Source: an optimization exercise on an open RTL-to-GDS flow (aim: small area, a short achievable clock period and few clock cycles). Production flows keep margins and buffers that such runs may drop.
Only simulation tests tie the RTL to the original design; equivalence was not proved.
Power figures rest on the tool's default switching activity, not on a simulated workload.

Design CPU, start of the top module:
module CPU(clk, rst, imem_addr, imem_rdata, dmem_addr, dmem_wdata, dmem_we, dmem_rdata);
	input clk, rst;
	output[31:0] imem_addr;
	input[31:0] imem_rdata;
	output[31:0] dmem_addr, dmem_wdata;
	output dmem_we;
	input[31:0] dmem_rdata;
	reg[31:0] eA, eB, eC;	 
	reg[4:0] eRd;
	reg eWe, eSt, eLd, eFwdLd, eBr, eJalr, ePred, eBrLt, eBrInv, eCin;
	reg eSelSum, eSelAnd, eSelOr, eSelXor, eSelSlt;
	reg[31:0] mRes, mData;
	reg[4:0] mRd;
	reg mWe, mSt, mLd;
	wire[31:0] sum;
	adder32bit aluAdd(eA, eB ^ {32{eCin}}, eCin, sum);
	wire[31:0] andv = eA & eB;
	wire[31:0] orv = eA | eB;
	wire[31:0] xorv = eA ^ eB;
	wire lt, eq;
	ALU cmp(eA, eB, lt, eq);
	wire selC = ~(eSelSum | eSelAnd | eSelOr | eSelXor | eSelSlt);
	wire[31:0] eRes = ({32{eSelSum}} & sum) | ({32{eSelAnd}} & andv) | ({32{eSelOr}} & orv) |
			({32{eSelXor}} & xorv) | {31'b0, eSelSlt & lt} | ({32{selC}} & eC);
	wire taken = (eBrLt ? lt : eq) ^ eBrInv;
	wire redirect = eJalr | (eBr & (taken ^ ePred));
	wire[31:0] redirPC = eJalr ? sum : eC;
	assign dmem_addr = mRes;
	assign dmem_wdata = mData;
	assign dmem_we = mSt;
	wire[31:0] mWb = mLd ? dmem_rdata : mRes;
	reg[31:0] rf[1:31];
	always @(posedge clk)
		if (mWe)
			rf[mRd] <= mWb;
	reg[31:0] pc;
	assign imem_addr = pc;
	reg[31:0] dInst, dPC;
	reg dValid;
	wire[31:0] inst = dInst;
	wire[4:0] op = inst[6:2];
	wire[4:0] rd = inst[11:7];
	wire[2:0] f3 = inst[14:12];
	wire[4:0] rs1 = inst[19:15];
	wire[4:0] rs2 = inst[24:20];
	wire isR = op == 5'b01100;
	wire isI = op == 5'b00100;
	wire isLW = op == 5'b00000;
	wire isSW = op == 5'b01000;
	wire isBR = op == 5'b11000;
	wire isJAL = op == 5'b11011;
	wire isJALR = op == 5'b11001;
	wire isLUI = op == 5'b01101;
	wire isALU = isR | isI;
  ...
Size in the first run: about 4800 cells after synthesis, roughly 160 I/O pins, roughly 59000 um2 of cells after synthesis.
Settings: LEC_CHECK=0, CAP_MARGIN=20, CORE_AREA=2.3 2.72 361.9 361.48, CTS_CLUSTER_DIAMETER=60, CTS_CLUSTER_SIZE=20, DIE_AREA=0 0 364.2 364.2, PLACE_DENSITY=0.7, SLEW_MARGIN=20; clock period 10.0 ns.
standard.sh (not shown) runs the stock make flow with config.mk's settings and CLKGATE_MAP_FILE= SYNTH_SCRIPT=/design/flow/synth_recipe.tcl, a recipe that flattens the netlist after the stock synthesis.
==> flow/flow/run.sh <==
#!/bin/bash
# Layout flow: the standard ORFS flow (standard.sh, standard synthesis and
# all steps unchanged) with two settings changed:
#  - the port buffers are plain buf_4 cells instead of delay buffers.
# make's full output goes to standard.log here; ORFS's own step logs are in orfs/logs.
set -euo pipefail
cd "$(dirname "$0")/.."
bash standard.sh SETUP_SLACK_MARGIN=6.5 "BUFFER_PORTS_ARGS=-buffer_cell sky130_fd_sc_hd__buf_4" finish > standard.log 2>&1
Testbench counts at the start, summed over its fixed seeds: cycles 311,396.
Change:
--- a/flow/flow/run.sh
+++ b/flow/flow/run.sh
@@ -7,2 +7,2 @@
 cd "$(dirname "$0")/.."
-bash standard.sh SETUP_SLACK_MARGIN=6.5 "BUFFER_PORTS_ARGS=-buffer_cell sky130_fd_sc_hd__buf_4" finish > standard.log 2>&1
+bash standard.sh SETUP_SLACK_MARGIN=6.8 "BUFFER_PORTS_ARGS=-buffer_cell sky130_fd_sc_hd__buf_4" finish > standard.log 2>&1
CTS_CLUSTER_SIZE = 30   (was 20)
Effect: Utilization rose by 3.5 points; synthesized area does not change; power increases by 4.7%; sequential power is about the same; setup slack gains 0.17 ns; global-route usage climbs by 0.87 points; cell area goes up by about 6%; routed wire length came out higher by about 4%; critical path depth rises by 4; synthesized cell count does not change.

==> afterwards: timing with drivers on the ports <==
In the flow no input, the clock included, has a driving cell. The finished layouts below were timed again as built, in two steps.
Step 1 sets driving cells, clkbuf_16 on the clock port and buf_2 on the other inputs (assumed; they add their load-dependent delay and slew).
Step 2 moves the port delays by t, midway between the first and last clock arrival at a register: inputs arrive t later, outputs are due t later. That takes back most of the time a late clock gives input paths.
Slacks: no drivers / after step 1 / after step 2; pairs: no drivers / after step 1.
run | t, ns | slack for setup (ns) | hold slack, ns
the first run | 0.807 | 6.267 / 6.268 / 5.883 | 0.373 / 0.373 / 0.373
the second run | 0.799 | 6.434 / 6.434 / 5.976 | 0.371 / 0.371 / 0.371
After both steps setup and hold are still met in every run listed. The setup slack of the second run, which loses most, moves by 0.000 ns with the drivers and by -0.458 ns with both steps.
